Source: an optimization exercise on an open RTL-to-GDS flow (aim: small area and a short achievable clock period). Production flows keep margins and buffers that such runs may drop.
Only simulation tests tie the RTL to the original design; equivalence was not proved.

## flow/design.v (module list and top-level ports; edited modules follow where they fit)
// module digital_front_end: 2902 lines
// module fa_cell: 4 lines
// module ha_cell: 4 lines
module digital_front_end (
    input wire clk,
    input wire rst,
    input wire [15:0] adc_data_i,
    input wire [15:0] adc_data_q,
    input wire adc_valid,
    input wire [3:0] filter_config,   
    input wire dc_offset_en,
    output reg [31:0] dfe_out,
    output reg dfe_valid
);
  // ...
==> flow/flow/run.sh <==
#!/bin/bash
# Own layout flow: the standard ORFS layout (standard.sh, unchanged synthesis, floorplan,
# placement, CTS and routing), with only one difference: ORFS's timing repair is asked to keep a
# setup margin of MARGIN ns below the design's clock period (SETUP_SLACK_MARGIN), so that it
# sizes and buffers the logic for a shorter achieved period. The SDC (clock period, I/O delays,
# loads) is the design's, untouched.
set -euo pipefail
MARGIN=$(cat flow/margin.txt)
bash standard.sh "SETUP_SLACK_MARGIN=${MARGIN}" finish > flow_make.log 2>&1
==> flow/flow/margin.txt <==
13
==> flow/standard.sh <==
#!/bin/bash
# synth_recipe.tcl (not shown) runs the flow's synth.tcl, then flattens the netlist and writes it again
# the make line also repeats each setting of config.mk as NAME=value (left out here)
make -C /OpenROAD-flow-scripts/flow DESIGN_CONFIG=/design/flow/config.mk WORK_HOME=/design/flow/orfs CLKGATE_MAP_FILE= SYNTH_SCRIPT=/design/flow/synth_recipe.tcl "${@:-finish}"
==> flow/config.mk <==
export PLATFORM = sky130hd
export DESIGN_NAME = digital_front_end
export DESIGN_NICKNAME = digital_front_end
export VERILOG_FILES = /design/flow/design.v
export SDC_FILE = /design/flow/constraint.sdc
export NUM_CORES = 4
export LEC_CHECK = 0
export CAP_MARGIN = 60
export CORE_MARGIN = 2
export CORE_UTILIZATION = 40
export SLEW_MARGIN = 60
export SYNTH_HIERARCHICAL = 1
export SYNTH_MINIMUM_KEEP_SIZE = 0
==> flow/constraint.sdc <==
create_clock -name core_clock -period 18.0 [get_ports {clk}]
set_input_delay 3.6000 -clock core_clock [delete_from_list [all_inputs] [get_ports {clk}]]
set_output_delay 3.6000 -clock core_clock [all_outputs]
set_load 0.01 [all_outputs]
==> results.py, run 1 <==
metrics = {
    "status": {
        "status": "timing/DRC/antenna clean",
    },
    "worst_setup_path": {
        "critPathSlowestCell": "dfrtp_2",
        "r2r-start": "b_i[13][7]",
        "crit_path_end_kind": "output pin",
        "r2r_end": "pc_i[15]",
        "reg2reg_depth": 10,
        "setup.worst_path.end": "dfe_out[12]",
        "critPathKind": "flip-flop to output pin",
        "ff2ff_setup_slack_ps": 12980,
    },
    "synth": {
        "synth_top_family_by_area": "adder cells",
        "yosysWarnings": 9,
        "synth_area_mm2": 0.0926,
        "yosys-top-cells-area": "fa_1, dfrtp_1, mux2_2",
        "async_reset_ff_frac": 1.00,
        "synth_compound_area_frac": 0.0396,
    },
    "sta": {
        "finalCritPeriodShare": 0.281,
        "fmax_ghz": 0.197,
        "worst_hold_slack_ps": 457,
        "tightest_slew_ps": 603,
    },
    "finish": {
        "syn_to_final_growth_pct": 15.6,
        "seq_cells": 851,
        "top_regs": "b_i x240, b_q x240",
        "clockBufferCount": 140,
        "final_common_cell": "fa_1",
    },
    "placed_design": {
        "place_hpwl_um": 271000,
    },
    "cts": {
        "numClockSinks": 851,
        "cts_max_level": 3,
        "cts_tree": "done",
    },
    "grt": {
        "grt_pass1_vias": 63000,
        "grt_overflow": 0,
        "antenna_found_initial": 22,
    },
    "route": {
        "via_count": 55400,
        "routedWlPerCell_um": 36.6,
    },
}
==> inputs of run 2 (changes only) <==
--- a/flow/config.mk
+++ b/flow/config.mk
@@ -9,3 +9,3 @@
 export CORE_MARGIN = 2
-export CORE_UTILIZATION = 40
+export CORE_UTILIZATION = 60
 export SLEW_MARGIN = 60
==> run 2 against run 1 <==
  * Clock-buffer cell count shrank 6
  * Synthesized cell count unchanged
  * Sequential cell count stayed put
  * Non-clock buffer count is 110 lower
==> results.py, run 2 <==
metrics = {
    "status": {
        "status": "timing/DRC/antenna clean",
    },
    "route": {
        "via_count": 55100,
        "via_per_inst": 6.51,
        "wl_um": 319000,
        "routedWlPerCell_um": 37.7,
        "drt_iter0_markers": 6447,
        "drc": 0,
        "dr.pass1.iters": 8,
        "postRouteAntennaNets": 0,
    },
    "die": {
        "die_x_um": 397,
        "num_rows": 144,
        "die_area_mm2": 0.157,
        "die_h_um": 397,
        "start_util": 0.602,
        "ios": 73,
        "core_area_mm2": 0.154,
    },
    "grt": {
        "antenna_found_initial": 7,
        "grt_overflow": 0,
        "grt_usage": 0.429,
        "grt_max_degree": 89,
        "grt_pass1_wl_um": 457000,
        "grt_pass1_vias": 62300,
    },
    "worst_hold_path": {
        "min_to": "avg_count[4]",
        "whs_path_depth": 1,
        "hold_path_startpoint": "avg_count[4]",
        "min_path_type": "flip-flop to flip-flop",
    },
    "synth": {
        "synthAdderAreaFrac": 0.613,
        "yosys-top-cells-area": "fa_1, dfrtp_1, mux2_2",
        "synth_area_mm2": 0.0926,
        "seq_area_frac_synth": 0.230,
        "syn_inst": 5914,
        "async_reset_ff_frac": 1.00,
        "synth_edf_count": 0,
        "synthMuxAreaShare": 0.0708,
        "synth-simple-area-share": 0.0200,
        "yosysWarnings": 9,
        "ys.flop_type": "dfrtp_1",
        "yosysTopAreaCell": "fa_1",
        "synth_most_common_cell": "fa_1",
        "synth_compound_area_frac": 0.0396,
        "synth-xor-area-share": 0.00899,
        "synth_top_family_by_area": "adder cells",
        "synth_top_cell_area_share": 0.570,
        "synth_top_cells_by_count": "fa_1, dfrtp_1, mux2_2",
        "synth_cell_types": 70,
        "synth_seq_cells": 851,
        "synth_area_per_cell_um2": 15.7,
    },
    "worst_setup_path": {
        "ff2ff_setup_slack_ps": 13000,
        "crit_family": "flip-flops",
        "critPathSlowestCell": "dfrtp_2",
        "crit_path_end_kind": "output pin",
        "r2r_end": "acc_q[23]",
        "critPathKind": "flip-flop to output pin",
        "crit_fanout": 2,
        "worstPathRequired_ps": 14400,
        "critPathArrivalTime_ps": 1420,
        "path_cells": "buf_6",
        "cpPeakStageDelay_ps": 550,
        "start_kind": "flip-flop",
        "path_buf_inv": 1,
        "r2r-start": "ns_q[3]",
        "reg2reg_depth": 16,
    },
    "sta": {
        "grt_setup_unrepaired": "yes",
        "fmax_ghz": 0.199,
        "setup_viol": 0,
        "final.min_clock_period_ps": 5020,
        "finalCritPeriodShare": 0.279,
        "finalWorstSetupSlack_ps": 12980,
        "drv_slew": 0,
        "hold_viol": 0,
        "skew_ps": 36.3,
        "slew_headroom": 0.590,
        "setup_total_negative_slack_ps": 0,
        "tightest_slew_ps": 611,
    },
    "cts": {
        "cts_tree": "done",
        "clk_pin_slew_ps": 60,
        "holdBufCountCts": 0,
        "cts_max_level": 3,
        "clk_latency_ps": 740,
        "cts_buffers": 98,
        "clk_path_buf_depth": 3,
        "root_buffer": "clkbuf_16",
        "numClockSinks": 851,
    },
    "placed_design": {
        "post-place-ws_ps": 11520,
        "io_buffers": 68,
        "place_hpwl_um": 250000,
        "gp_congestion": 1.06,
    },
    "finish": {
        "drive_gt1_frac": 0.263,
        "final_common_cell": "fa_1",
        "top_regs": "b_i x240, b_q x240",
        "nNetsFinal": 9330,
        "syn_to_final_growth_pct": 12.4,
        "mostFrequentLayoutCells": "fa_1, mux2_2, dfrtp_1",
    },
    "run": {
        "drv_cap": 0,
    },
}
## run 2: cell counts after synthesis
Identical to the previous run, type by type.
## run 2: final cells by class
cell class,count,area [um^2]
Multi-Input combinational cell,4645,70400
Fill cell,10700,49700
Sequential cell,851,22000
Inverter,297,1120
Clock buffer,134,2750
Clock inverter,52,763
Antenna cell,5,12.5
Tap cell,2044,2560
Timing Repair Buffer,440,4420
## run 2: worst max path at each step
stage | from | end | slack [ps] | depth (start not counted)
CTS | dfe_out[9] | dfe_out[9] | 12960 | 1
global placement | rst | b_q[14][8] | 10190 | 6
floorplan | rst | acc_i[0] | 2710 | 1
finish | dfe_out[8] | dfe_out[8] | 12980 | 1
detailed placement | rst | b_i[9][10] | 11520 | 7
global route | pc_q[2] | acc_q[23] | 12890 | 15
## run 2: per-module statistics from Yosys, one instance, submodules excluded
module	area, um^2	cells	flops+latches
ha_cell	12.5	1	0
digital_front_end	38300	3154	851
fa_cell	20.0	1	0
## run 2: per-layer routing
layer  part of all wire  GRT usage  vias to the layer above
li1                   -          -                    20200
met4              0.055      0.184                       12
met5            0.00077          0                        -
met3               0.14      0.194                      809
met2               0.42      0.579                     3581
met1               0.39      0.605                    30500
## run 2: kinds of logic after synthesis
group	after synthesis
AO/OA/AOI/OAI	574
XOR/XNOR	95
adder cells (fa/ha/maj)	2957
buffers and inverters	424
flip-flops	851
multiplexers	582
other	2
AND/OR/NAND/NOR	429
## run 2: per-stage QoR
stage | hold WS (ps) | instance area, um^2 | util | std cells
after global placement | 455 | 96800 | 0.630 | 8086
after global routing | 476 | 104000 | 0.677 | 8463
after detailed placement | 465 | 97600 | 0.635 | 8100
after CTS | 468 | 102000 | 0.664 | 8330
after floorplan | 439 | 92600 | - | 5920
final | 470 | 104000 | 0.677 | 8468
## run 2: what timing repair did
action | CTS | global route
gates resized for setup | 307 | 239
gates cloned | 5 | 3
setup buffers | 39 | 128
hold endpoints to repair | 0 | 0
pin swaps | 39 | 93
setup endpoints to repair | 574 | 276
==> inputs of run 3 (changes only) <==
--- a/flow/config.mk
+++ b/flow/config.mk
@@ -7,6 +7,6 @@
 export LEC_CHECK = 0
-export CAP_MARGIN = 60
+export CAP_MARGIN = 20
 export CORE_MARGIN = 2
 export CORE_UTILIZATION = 60
-export SLEW_MARGIN = 60
+export SLEW_MARGIN = 20
 export SYNTH_HIERARCHICAL = 1
==> run 3 against run 2 <==
  * Hold slack lost 1.0 ps
  * Via count barely moved
  * Final cell count fell by 0.47%
  * Largest cell class unchanged
  * Non-clock buffer count is 30 lower
==> results.py, run 3 <==
metrics = {
    "cts": {
        "cts_max_level": 3,
        "numClockSinks": 851,
        "cts_buffers": 97,
        "clk_path_buf_depth": 3,
        "clk_latency_ps": 700,
        "clk_pin_slew_ps": 60,
        "cts_tree": "done",
        "root_buffer": "clkbuf_16",
    },
    "route": {
        "postRouteAntennaNets": 0,
        "dr.pass1.iters": 5,
        "via_count": 55100,
        "wl_um": 319000,
        "drc": 0,
        "drt_iter0_markers": 6340,
        "routedWlPerCell_um": 37.8,
        "via_per_inst": 6.54,
    },
    "sta": {
        "slew_headroom": 0.333,
        "fmax_ghz": 0.200,
        "skew_ps": 36.1,
        "finalCritPeriodShare": 0.278,
        "finalWorstSetupSlack_ps": 12990,
        "setup_viol": 0,
        "final.min_clock_period_ps": 5010,
        "hold_viol": 0,
        "tightest_slew_ps": 1000,
        "grt_setup_unrepaired": "yes",
        "setup_total_negative_slack_ps": 0,
        "drv_slew": 0,
    },
    "synth": {
        "yosysWarnings": 9,
        "synth_top_cells_by_count": "fa_1, dfrtp_1, mux2_2",
        "synth_top_cell_area_share": 0.570,
        "synth_area_per_cell_um2": 15.7,
        "yosysTopAreaCell": "fa_1",
        "synth_most_common_cell": "fa_1",
        "ys.flop_type": "dfrtp_1",
        "seq_area_frac_synth": 0.230,
        "synth_seq_cells": 851,
        "async_reset_ff_frac": 1.00,
        "synth_edf_count": 0,
        "synth_area_mm2": 0.0926,
        "yosys-top-cells-area": "fa_1, dfrtp_1, mux2_2",
        "synth_cell_types": 70,
        "syn_inst": 5914,
    },
    "finish": {
        "final_common_cell": "fa_1",
        "final_util": 0.672,
        "mostFrequentLayoutCells": "fa_1, dfrtp_1, mux2_2",
        "nNetsFinal": 9300,
        "top_regs": "b_i x240, b_q x240",
        "fill_cells": 10900,
        "drive_gt1_frac": 0.236,
        "syn_to_final_growth_pct": 11.5,
    },
    "placed_design": {
        "gp_congestion": 1.06,
        "io_buffers": 68,
        "place_hpwl_um": 248000,
        "post-place-ws_ps": 10110,
    },
    "grt": {
        "grt_usage": 0.427,
        "grt_pass1_vias": 61800,
        "grt_pass1_wl_um": 455000,
        "grt_overflow": 0,
        "antenna_found_initial": 9,
        "grt_max_degree": 195,
    },
    "die": {
        "num_rows": 144,
        "die_h_um": 397,
        "start_util": 0.602,
        "die_x_um": 397,
        "die_area_mm2": 0.157,
        "core_area_mm2": 0.154,
        "ios": 73,
    },
    "worst_setup_path": {
        "crit_family": "flip-flops",
        "path_buf_inv": 1,
        "cpPeakStageDelay_ps": 530,
        "start_kind": "flip-flop",
        "critPathSlowestCell": "dfrtp_2",
        "crit_fanout": 2,
        "crit_path_end_kind": "output pin",
        "critPathKind": "flip-flop to output pin",
        "path_cells": "buf_2",
        "worstPathRequired_ps": 14400,
        "critPathArrivalTime_ps": 1410,
    },
    "status": {
        "status": "timing/DRC/antenna clean",
    },
    "worst_hold_path": {
        "min_path_type": "flip-flop to flip-flop",
    },
    "run": {
        "drv_cap": 0,
    },
}
[run 3: cell counts after synthesis]
Identical to the previous run, type by type.
[run 3: per-layer routing]
layer,track usage,up-vias,share of wire
met5,0,-,0.00041
met4,0.179,10,0.054
met3,0.181,794,0.15
met2,0.580,3563,0.42
met1,0.609,30600,0.38
li1,-,20200,-
[run 3: per-module statistics from Yosys, one instance, submodules excluded]
| module | cells inside | copies in the design | cell area, um^2 |
|---|---|---|---|
| digital_front_end | 3154 | 1 | 38300 |
| ha_cell | 1 | 128 | 12.5 |
| fa_cell | 1 | 2632 | 20.0 |
[run 3: layout make-up]
cell class	count	area [um^2]	share of cell area
clock inverter	44	611	0.00592
antenna	2	5.00	0.0000485
timing repair inverter	1	5.00	0.0000485
tap	2044	2560	0.0248
multi-input combinational	4645	70300	0.681
clock buffer	134	2800	0.0271
inverter	297	1120	0.0108
timing repair buffer	410	3980	0.0386
sequential	851	21800	0.211
[run 3: path summary, 6_finish.rpt]
check	endpoint	depth (start not counted)	from	slack [ps]
setup reg to reg	pc_q[17]	8	b_q[6][8]	13030
min in group asynchronous	b_q[11][5]	2	rst	3520
max in group asynchronous	b_i[13][15]	6	rst	13150
setup / recovery	dfe_out[7]	1	dfe_out[7]	12990
hold reg to reg	avg_count[4]	1	avg_count[4]	470
hold / removal	avg_count[4]	1	avg_count[4]	470
[run 3: what timing repair did]
action	4_1_cts	5_1_grt
buffers inserted	32	119
setup endpoints to repair	1133	562
resized for setup	462	241
gates cloned	8	3
pin swaps	29	59
hold buffers	0	0
[run 3: stage by stage]
stage          hold slack, ps  area (um^2)  std cells
3_3_place_gp              455        96800       8086
2_1_floorplan             439        92600       5920
6_report                  469       103000       8428
5_1_grt                   492       103000       8426
4_1_cts                   470       102000       8304
3_5_place_dp              458        96800       8086
[run 3: cells by family after synthesis]
group / Yosys count / share of synthesized area
other: 2 / 0.0000811
flip-flops: 851 / 0.230
buffers and inverters: 424 / 0.0172
AND/OR/NAND/NOR: 429 / 0.0200
XOR/XNOR: 95 / 0.00899
adder cells (fa/ha/maj): 2957 / 0.613
AO/OA/AOI/OAI: 574 / 0.0396
multiplexers: 582 / 0.0708
==> inputs of run 4 (changes only) <==
==> flow/run.sh (new file) <==
#!/bin/bash
# synth_recipe.tcl (not shown) runs the flow's synth.tcl, then flattens the netlist and writes it again
# the make line also repeats each setting of config.mk as NAME=value (left out here)
make -C /OpenROAD-flow-scripts/flow DESIGN_CONFIG=/design/flow/config.mk WORK_HOME=/design/flow/orfs CLKGATE_MAP_FILE= SYNTH_SCRIPT=/design/flow/synth_recipe.tcl finish
--- a/flow/config.mk
+++ b/flow/config.mk
@@ -7,6 +7,6 @@
 export LEC_CHECK = 0
-export CAP_MARGIN = 20
+export CAP_MARGIN = 60
 export CORE_MARGIN = 2
-export CORE_UTILIZATION = 60
-export SLEW_MARGIN = 20
+export CORE_UTILIZATION = 40
+export SLEW_MARGIN = 60
 export SYNTH_HIERARCHICAL = 1
removed: flow/flow/run.sh
removed: flow/flow/margin.txt
removed: flow/standard.sh
==> run 4 against run 3 <==
  * Non-clock buffer count shrank 123
  * Synthesized cell count is the same
  * Register-to-register slack lost 590 ps
  * Die area grew 49%
  * Clock-buffer cell count grew 11
  * Final cell count grew 11%
  * Global-route usage shrank 13 points
  * Highest routed layer unchanged
  * Still clean on timing, DRC and antenna
==> results.py, run 4 <==
metrics = {
    "finish": {
        "final_util": 0.447,
        "mostFrequentLayoutCells": "fa_1, mux2_2, dfrtp_1",
        "drive_gt1_frac": 0.208,
        "final_common_cell": "fa_1",
        "instances_no_fill": 9317,
        "nNetsFinal": 9185,
        "fin_area_mm2": 0.103,
        "fill_cells": 20300,
        "top_regs": "b_i x240, b_q x240",
        "syn_to_final_growth_pct": 11.1,
    },
    "synth": {
        "async_reset_ff_frac": 1.00,
        "synthAdderAreaFrac": 0.613,
        "yosysWarnings": 9,
        "synth_seq_cells": 851,
        "synth_cell_types": 70,
        "syn_inst": 5914,
        "seq_area_frac_synth": 0.230,
        "synth_edf_count": 0,
        "synth_area_per_cell_um2": 15.7,
        "yosysTopAreaCell": "fa_1",
        "synth_area_mm2": 0.0926,
        "synth_most_common_cell": "fa_1",
        "ys.flop_type": "dfrtp_1",
        "synth_top_family_by_area": "adder cells",
        "synth-simple-area-share": 0.0200,
        "synth-xor-area-share": 0.00899,
        "synthMuxAreaShare": 0.0708,
        "synth_top_cell_area_share": 0.570,
        "synth_compound_area_frac": 0.0396,
        "synth_top_cells_by_count": "fa_1, dfrtp_1, mux2_2",
        "yosys-top-cells-area": "fa_1, dfrtp_1, mux2_2",
    },
    "run": {
        "drv_cap": 0,
    },
    "cts": {
        "cts_tree": "done",
        "cts_max_level": 3,
        "clk_latency_ps": 800,
        "holdBufCountCts": 0,
        "numClockSinks": 851,
        "clk_pin_slew_ps": 60,
        "cts_buffers": 106,
        "clk_path_buf_depth": 3,
        "cts_setup_buffers": 0,
        "postCtsResizedCells": 0,
        "root_buffer": "clkbuf_16",
    },
    "route": {
        "postRouteAntennaNets": 0,
        "drt_iter0_markers": 6107,
        "via_per_inst": 5.80,
        "via_count": 54100,
        "drc": 0,
        "wl_um": 337000,
        "routedWlPerCell_um": 36.2,
        "dr.pass1.iters": 5,
    },
    "worst_setup_path": {
        "worstPathRequired_ps": 18680,
        "crit_path_end_kind": "flip-flop",
        "crit_fanout": 90,
        "start_kind": "primary input",
        "critPathKind": "primary input to flip-flop",
        "critPathArrivalTime_ps": 6390,
    },
    "sta": {
        "fmax_ghz": 0.175,
        "setup_total_negative_slack_ps": 0,
        "finalWorstSetupSlack_ps": 12290,
        "hold_viol": 0,
        "finalCritPeriodShare": 0.317,
        "final.min_clock_period_ps": 5710,
        "setup_viol": 0,
        "slew_headroom": 0.577,
        "tightest_slew_ps": 634,
        "grt_setup_unrepaired": "no",
        "skew_ps": 67.4,
        "drv_slew": 0,
    },
    "die": {
        "ios": 73,
        "num_rows": 176,
        "die_area_mm2": 0.235,
        "die_h_um": 485,
        "core_area_mm2": 0.230,
        "die_x_um": 485,
        "start_util": 0.402,
    },
    "grt": {
        "grt_pass1_wl_um": 476000,
        "grt_usage": 0.295,
        "antenna_found_initial": 15,
        "grt_pass1_vias": 61000,
        "grt_overflow": 0,
        "grt_max_degree": 91,
    },
    "placed_design": {
        "gp_congestion": 1.06,
        "dpl-instance-area_mm2": 0.0991,
        "io_buffers": 68,
        "place_inst": 9103,
        "post-place-ws_ps": 11520,
        "place_hpwl_um": 267000,
    },
    "status": {
        "status": "timing/DRC/antenna clean",
    },
    "worst_hold_path": {
        "min_path_type": "flip-flop to flip-flop",
    },
}
-- run 4: cell types whose count changed in the layout (fill, tap and decap cells not counted), sizes merged, moves of 6 or more --
| cell | delta |
|---|---|
| buf | -130 |
| clkdlybuf4s50 | +33 |
| clkinv | +14 |
| clkdlybuf4s15 | -12 |
| clkbuf | +7 |
| diode | +7 |
| bufbuf | -6 |
-- run 4: metrics by stage --
stage | hold WS [ps]
6_report | 466
3_5_place_dp | 480
5_1_grt | 481
3_3_place_gp | 455
2_1_floorplan | 439
4_1_cts | 457
-- run 4: cell type report --
class	instances	area (um^2)	area share
Clock inverter	57	687	0.00668
Sequential cell	851	21700	0.211
Clock buffer	145	2930	0.0285
Antenna cell	9	22.5	0.000219
Inverter	297	1120	0.0109
Timing Repair Buffer	287	2860	0.0278
Multi-Input combinational cell	4645	69800	0.678
Tap cell	3026	3790	0.0368
-- run 4: cell families (layout without fill, tap and decap cells) --
group	Yosys count	count (layout)
muxes	582	582
AOI/OAI and AO/OA	574	574
and+or+nand+nor	429	429
xor gates and xnor gates	95	95
adders and majority gates	2957	2957
other	2	17
DFF	851	851
buffers and inverters	424	786
-- run 4: per-module statistics from Yosys (local to each module, per instance) --
| module | cell area, um^2 | flip-flops and latches |
|---|---|---|
| ha_cell | 12.5 | 0 |
| fa_cell | 20.0 | 0 |
| digital_front_end | 38300 | 851 |
-- run 4: path summary, 6_finish.rpt --
path	end	slack (ps)	from	cells after the start
min in group asynchronous	avg_count[6]	3100	rst	2
worst max register to register	acc_i[23]	12440	ps_i[1]	17
max in group asynchronous	b_q[13][13]	13010	rst	8
worst min register to register	b_q[5][6]	470	b_q[4][6]	1
worst max-delay path	pc_q[23]	12290	adc_valid	6
worst min-delay path	b_q[5][6]	470	b_q[4][6]	1
-- run 4: critical path: stages --
cell,delay [ps]
buf_8,280
buf_6,490
buf_8,480
buf_6,470
buf_8,480
mux2_2,400
-- run 4: metal layers --
| metal | wire length (um) | track usage | part of all wire | up-vias |
|---|---|---|---|---|
| met3 | 32300 | 0.0719 | 0.096 | 712 |
| li1 | - | - | - | 19900 |
| met4 | 23800 | 0.170 | 0.071 | 4 |
| met5 | 26 | 0 | 0.000077 | - |
| met2 | 149000 | 0.432 | 0.44 | 2846 |
| met1 | 132000 | 0.404 | 0.39 | 30600 |

==> static timing again, ports no longer ideal <==
In the flow no input, the clock included, has a driving cell. The finished layouts below were timed again as built, in two steps.
Step 1 sets driving cells, clkbuf_16 on the clock port and buf_2 on the other inputs (assumed; they add their load-dependent delay and slew).
Step 2 moves the port delays by t, midway between the first and last clock arrival at a register: inputs arrive t later, outputs are due t later. That takes back most of the time a late clock gives input paths.
Three values: ideal, step 1, step 2; two values: the first two.
| run | shift t [ns] | slack for setup (ns) | hold slack, ns | worst setup path after step 2 | worst slew at a driven data input, ns |
|---|---|---|---|---|---|
| run 1 | 0.861 | 12.934 / 12.839 / 12.171 | 0.457 / 0.457 / 0.457 | input to register | 0.08 |
| run 2 | 0.809 | 12.977 / 12.886 / 12.235 | 0.470 / 0.470 / 0.470 | input to register | 0.06 |
| run 3 | 0.766 | 12.989 / 12.908 / 12.301 | 0.469 / 0.469 / 0.469 | input to register | 0.06 |
| run 4 | 0.851 | 12.288 / 12.210 / 11.477 | 0.466 / 0.466 / 0.466 | input to register | 0.16 |
After both steps setup and hold are still met in every run listed. For run 4, which loses most, drivers alone change the setup slack by -0.078 ns; drivers and shift together by -0.811 ns.
